Source: an optimization exercise on an open RTL-to-GDS flow (aim: small area and a short achievable clock period). Production flows keep margins and buffers that such runs may drop. In this exercise RTL edits were held to simulation tests only and were not proved equivalent to the original.

### design.v
`timescale 1ns / 1ps
module pe(
    input wire clk,
    input wire rst,
    input wire load_weight,         
    input wire signed [7:0] in_n,   
    input wire signed [23:0] in_w,  
    output reg signed [7:0] out_s,  
    output reg signed [23:0] out_e  
    );
    reg signed [7:0] weight_reg;
    wire signed [15:0] mult_result;
    assign mult_result = in_n * weight_reg;
    always @(posedge clk or posedge rst) begin
        if (rst) begin
            weight_reg <= 8'd0;
            out_s <= 8'd0;
            out_e <= 24'd0;
        end
        else begin
            if (load_weight) begin
                weight_reg <= in_n;
                out_s <= in_n; 
                out_e <= in_w;
            end
            else begin
                out_s <= in_n;
                out_e <= in_w + {{8{mult_result[15]}}, mult_result}; 
            end
        end
    end
endmodule
`timescale 1ns / 1ps
module skew_buffer(
    input wire clk,
    input wire rst,             
    input wire [31:0] raw_input, 
    output wire [31:0] skewed_output 
    );
    wire [7:0] in0 = raw_input[7:0];
    wire [7:0] in1 = raw_input[15:8];
    wire [7:0] in2 = raw_input[23:16];
    wire [7:0] in3 = raw_input[31:24];
    reg [7:0] d1_1;
    reg [7:0] d2_1, d2_2;
    reg [7:0] d3_1, d3_2, d3_3;
    always @(posedge clk or posedge rst) begin
        if (rst) begin
            d1_1 <= 0;
            d2_1 <= 0; d2_2 <= 0;
            d3_1 <= 0; d3_2 <= 0; d3_3 <= 0;
        end
        else begin
            d1_1 <= in1;
            d2_1 <= in2;
            d2_2 <= d2_1;
            d3_1 <= in3;
            d3_2 <= d3_1;
            d3_3 <= d3_2;
        end
    end
    assign skewed_output[7:0]   = in0;   
    assign skewed_output[15:8]  = d1_1;  
    assign skewed_output[23:16] = d2_2;  
    assign skewed_output[31:24] = d3_3;  
endmodule
`timescale 1ns / 1ps
module systolic_array(
    input wire clk,
    input wire rst,
    input wire load_weight,        
    input wire [31:0] in_n,        
    input wire [95:0] in_w,        
    output wire [31:0] out_s,      
    output wire [95:0] out_e       
    );
    parameter ROWS = 4;
    parameter COLS = 4;
    wire signed [7:0]  conn_n [ROWS:0][COLS-1:0]; 
    wire signed [23:0] conn_w [ROWS-1:0][COLS:0]; 
    genvar i, j;
    generate
        for (j = 0; j < COLS; j = j + 1) begin : INPUT_MAP_N
            assign conn_n[0][j] = in_n[8*j +: 8]; 
        end
        for (i = 0; i < ROWS; i = i + 1) begin : INPUT_MAP_W
            assign conn_w[i][0] = in_w[24*i +: 24];
        end
        for (i = 0; i < ROWS; i = i + 1) begin : ROW_LOOP
            for (j = 0; j < COLS; j = j + 1) begin : COL_LOOP
                pe pe_inst (
                    .clk(clk),
                    .rst(rst),
                    .load_weight(load_weight),
                    .in_n(conn_n[i][j]),      
                    .in_w(conn_w[i][j]),      
                    .out_s(conn_n[i+1][j]),   
                    .out_e(conn_w[i][j+1])    
                );
            end
        end
        for (j = 0; j < COLS; j = j + 1) begin : OUTPUT_MAP_S
            assign out_s[8*j +: 8] = conn_n[ROWS][j];
        end
        for (i = 0; i < ROWS; i = i + 1) begin : OUTPUT_MAP_E
            assign out_e[24*i +: 24] = conn_w[i][COLS];
        end
    endgenerate
endmodule
`timescale 1ns / 1ps
module matrix_accelerator(
    input wire clk,
    input wire rst,
    input wire load_weight,
    input wire [31:0] activation_in, 
    output wire [95:0] result_out    
    );
    wire [31:0] skewed_activations;
    wire [95:0] zero_west_input;
    wire [31:0] array_input_n;
    assign zero_west_input = 96'd0;
    skew_buffer skew_unit (
        .clk(clk),
        .rst(rst),
        .raw_input(activation_in),
        .skewed_output(skewed_activations)
    );
    assign array_input_n = (load_weight) ? activation_in : skewed_activations;
    systolic_array array_core (
        .clk(clk),
        .rst(rst),
        .load_weight(load_weight),
        .in_n(array_input_n),      
        .in_w(zero_west_input),   
        .out_s(),                  
        .out_e(result_out)         
    );
endmodule
### run.sh
#!/bin/bash
# synth_recipe.tcl (not shown) runs the flow's synth.tcl, then flattens the netlist and writes it again
# the make line also repeats each setting of config.mk as NAME=value (left out here)
make -C /OpenROAD-flow-scripts/flow DESIGN_CONFIG=/design/flow/config.mk WORK_HOME=/design/flow/orfs CLKGATE_MAP_FILE= SYNTH_SCRIPT=/design/flow/synth_recipe.tcl finish
### config.mk
export PLATFORM = sky130hd
export DESIGN_NAME = matrix_accelerator
export DESIGN_NICKNAME = matrix_accelerator
export VERILOG_FILES = /design/flow/design.v
export SDC_FILE = /design/flow/constraint.sdc
export NUM_CORES = 4
export LEC_CHECK = 0
export CAP_MARGIN = 20
export CORE_MARGIN = 2
export CORE_UTILIZATION = 40
export SLEW_MARGIN = 20
### constraint.sdc
create_clock -name core_clock -period 8.0 [get_ports {clk}]
set_input_delay 1.6000 -clock core_clock [delete_from_list [all_inputs] [get_ports {clk}]]
set_output_delay 1.6000 -clock core_clock [all_outputs]
set_load 0.01 [all_outputs]
==> summary.md <==
| Metric | Value |
|---|---|
| Worst-case hold path end point | `skew_unit.d2_2[4]$_DFF_PP0_` |
| Yosys warning total | `3` |
| Async set-or-reset flop fraction in the synthesized netlist | `100%` |
| Cell Count, Final, Fillers Out | `10,004` |
| Number of enable-type register cells in the synthesized netlist | `0` |
| Synthesized instance count | `7,297` |
| TritonRoute pass-1 iters | `5` |
| Vias in the first global route | `51,631` |
| Count of H-tree levels built during CTS | `3` |
| Final #Nets | `9,249` |
| Reg-to-reg setup timing slack | `0.80 ns` |
| Number of setup buffers added after CTS | `0` |
| Path type of the worst setup path | `primary input to flip-flop` |
| Starting density of the core | `40.2%` |
| Number of distinct standard cells referenced by the synthesized netlist | `84` |
| Achievable clock frequency | `0.132 GHz` |
| Status | `no timing/DRC/antenna violations` |
| Number of cells on the worst reg-to-reg path | `25` |
| Clock slew at the register clock pins of the worst setup and hold paths | `0.06 ns` |
| Count of nets left with antenna violations after detail routing | `0` |
| Final setup violating endpoints | `0` |
| Drt wl/cell | `15.9 um` |
| CP max-delay cell | `sky130_fd_sc_hd__fa_1` |
| Clock latency on the worst-skew pair | `0.70 ns` |
| Cell Area, Synth | `69,900 um2` |
| Worst hold-check path type | `flip-flop to flip-flop` |
| Sum of net half-perimeters after detailed placement | `131,000 um` |
| Critical Path Max Stage Delay | `0.52 ns` |
| Worst hold slack across all endpoints | `0.342 ns` |
| Global routing usage summed across all routing layers | `18.5%` |
| Number of port buffers | `130` |
| Crit-path max FO | `4` |
| Worst Path Arrival | `8.16 ns` |
| Core Rows | `153` |
| Congestion Overflow GR | `0` |
| Die Span Y | `422 um` |
| Primary flip-flop cell chosen by synthesis mapping | `sky130_fd_sc_hd__dfrtp_1` |
| Part of the Yosys area used for sequential elements | `22.3%` |
| Number of antenna violations at the first check in global routing | `7` |
| Syn_nets | `8,938` |
| Post-Synthesis Mean Instance Area | `9.58 um2` |
| I/O pin total | `131` |
| Routed wire length | `160,000 um` |
| Number of flip-flops in the largest register | `352` |
| Wire length of the first global-routing pass | `268,000 um` |
| Setup Skew | `0.0254 ns` |
| Number of placed instances, taps included | `9,852` |
| Critical Path Start Type | `primary input` |
| Number of max-capacitance violations reported | `0` |
| Share of post-route cells with drive strength above 1 | `7.01%` |
| CTS Buffer Depth | `3` |
| Number of register bits inferred by synthesis | `624` |
| DIE AREA | `178,000 um2` |
| Die Wd | `422 um` |
| Final estimated routing congestion in global placement | `0.871` |
| Summed negative setup slack over all endpoints | `0 ns` |
| Clock tree from TritonCTS | `built` |
| Synth-to-Final Area Change | `12.1%` |
| Worst EP required | `8.56 ns` |
| Transition time of the tightest slew-check pin | `0.949 ns` |
| Number of buffers created by CTS | `79` |
| Maximum number of pins on one net before global-route repair | `128` |
| Filler Cell Count | `16,654` |
| Minimum clock period after layout | `7.60 ns` |
| Worst Hold Path Cells | `0` |
| Core region area | `174,000 um2` |
| Unrepaired setup endpoints after global routing | `false` |
| Fin. Hold Viols | `0` |
| Residual DRC count | `0` |
| Initial drt markers | `2,513` |
| Number of max-slew violations in the final report | `0` |
| Slew headroom | `36.3%` |
| Share of the clock period used by the worst path | `95.0%` |
| Most common cell after layout, fill and taps aside | `sky130_fd_sc_hd__inv_1` |
| Critical hold path startpoint | `skew_unit.d2_1[4]$_DFF_PP0_` |
| Mean number of vias per cell | `4.92` |
| Critical Path Sink Type | `flip-flop` |
| Clock tree sinks | `624` |
| Final standard cell utilization of the core | `45.1%` |
| Via Count | `49,268` |
| Commonest cells after routing, fill and taps aside | `1,293 x sky130_fd_sc_hd__inv_1, 892 x sky130_fd_sc_hd__fa_1, 714 x sky130_fd_sc_hd__ha_1` |
| Clock Root Buffer | `sky130_fd_sc_hd__clkbuf_16` |
[final cells by class]
cell class	instances	area (um2)	area share [%]
Multi-Input combinational cell	5242	49000	62.5
Sequential cell	624	15600	19.9
Inverter	1307	4910	6.26
Timing Repair Buffer	354	3050	3.89
Tap cell	2325	2910	3.71
Clock buffer	98	2170	2.77
Clock inverter	47	724	0.924
Antenna cell	7	17.5	0.0223
[stage by stage]
step | worst slack [ns] | area, um2
6_report | 0.401 | 78400
5_1_grt | 0.0149 | 78400
4_1_cts | 0.328 | 78400
3_5_place_dp | -0.358 | 75500
3_3_place_gp | -0.377 | 75500
2_1_floorplan | -2.12 | 70000
[what timing repair did]
item                       4_1_cts  5_1_grt
setup endpoints to repair        0        1
hold buffers                     0        0
resized for setup                0        1
[critical path: cells and delay by family]
kind / cells / cell delay [ns]
xor+xnor: 3 / 0.46
simple gates: 3 / 0.36
buf+inv: 6 / 0.73
compound gates: 14 / 2.42
fa+ha+maj: 6 / 2.57
[logic make-up after synthesis]
| family | count (synthesis) | synth area share [%] |
|---|---|---|
| and+or+nand+nor | 1908 | 13.4 |
| xor gates and xnor gates | 454 | 5.69 |
| muxes | 146 | 2.33 |
| buffers and inverters | 1431 | 7.68 |
| DFF | 624 | 22.3 |
| AOI/OAI and AO/OA | 1128 | 10.2 |
| adders and majority gates | 1606 | 38.3 |
[worst max-delay path by stage]
stage / from / endpoint / cells past startpoint
final: activation_in[31] / flip-flop / 32
after global routing: activation_in[22] / flip-flop / 30
after CTS: activation_in[31] / flip-flop / 32
after detailed placement: activation_in[31] / flip-flop / 32
after global placement: activation_in[31] / flip-flop / 32
after floorplan: rst / asynchronous set/reset pin / 1
[routing by layer]
| layer | GRT usage, % | part of all wire [%] |
|---|---|---|
| met1 | 24.7 | 45 |
| met2 | 31.6 | 49 |
| met3 | 2.12 | 3.0 |
| met4 | 5.11 | 2.6 |
| met5 | 0 | 0 |
[synthesized netlist by cell type, types with 71 or more instances]
cell type	number	area share [%]
sky130_fd_sc_hd__ha_1	714	13
sky130_fd_sc_hd__a21o_1	134	1.4
sky130_fd_sc_hd__mux2_2	134	2.2
sky130_fd_sc_hd__nor2_1	362	1.9
sky130_fd_sc_hd__xor2_1	131	1.6
sky130_fd_sc_hd__clkbuf_1	104	0.56
sky130_fd_sc_hd__fa_1	892	26
sky130_fd_sc_hd__nand2b_1	91	0.81
sky130_fd_sc_hd__xnor2_1	323	4.0
sky130_fd_sc_hd__inv_1	1295	7.0
sky130_fd_sc_hd__o21bai_1	90	0.97
sky130_fd_sc_hd__nand2_1	627	3.4
sky130_fd_sc_hd__and2_1	502	4.5
sky130_fd_sc_hd__nor2b_1	75	0.67
sky130_fd_sc_hd__a21oi_1	281	2.0
sky130_fd_sc_hd__nor3_1	71	0.51
sky130_fd_sc_hd__o21ai_0	323	2.3
sky130_fd_sc_hd__dfrtp_1	624	22

[what the ideal ports hide]
The flow's constraints put no driver on any port. The routed layout listed below was extracted and timed again, unchanged, in two steps. Step 1 (the two cells are an assumption about what drives the block):
set clk [get_ports {clk}]
set_driving_cell -lib_cell sky130_fd_sc_hd__clkbuf_16 $clk
set_driving_cell -lib_cell sky130_fd_sc_hd__buf_2 [delete_from_list [all_inputs] $clk]
Step 2 adds t to the input delays and takes it off the output delays; t is the mean of the earliest and latest rising clock arrival at the registers after step 1. Input paths then give back, and output paths get back, about the clock's delay inside the block. Three values: ideal ports, drivers, drivers and shift; two values: the first two.
t, ns: 0.777
slack for setup (ns): 0.401 / 0.461 / -0.316
worst setup path at the end: input to register
clock arrival spread, ns: 0.026 / 0.026
worst slew at a driven data input, ns: 0.09
With both steps, setup timing fails in this run, where it was met with ideal ports. The setup slack of this run moves by +0.060 ns with the drivers and by -0.717 ns with both steps.
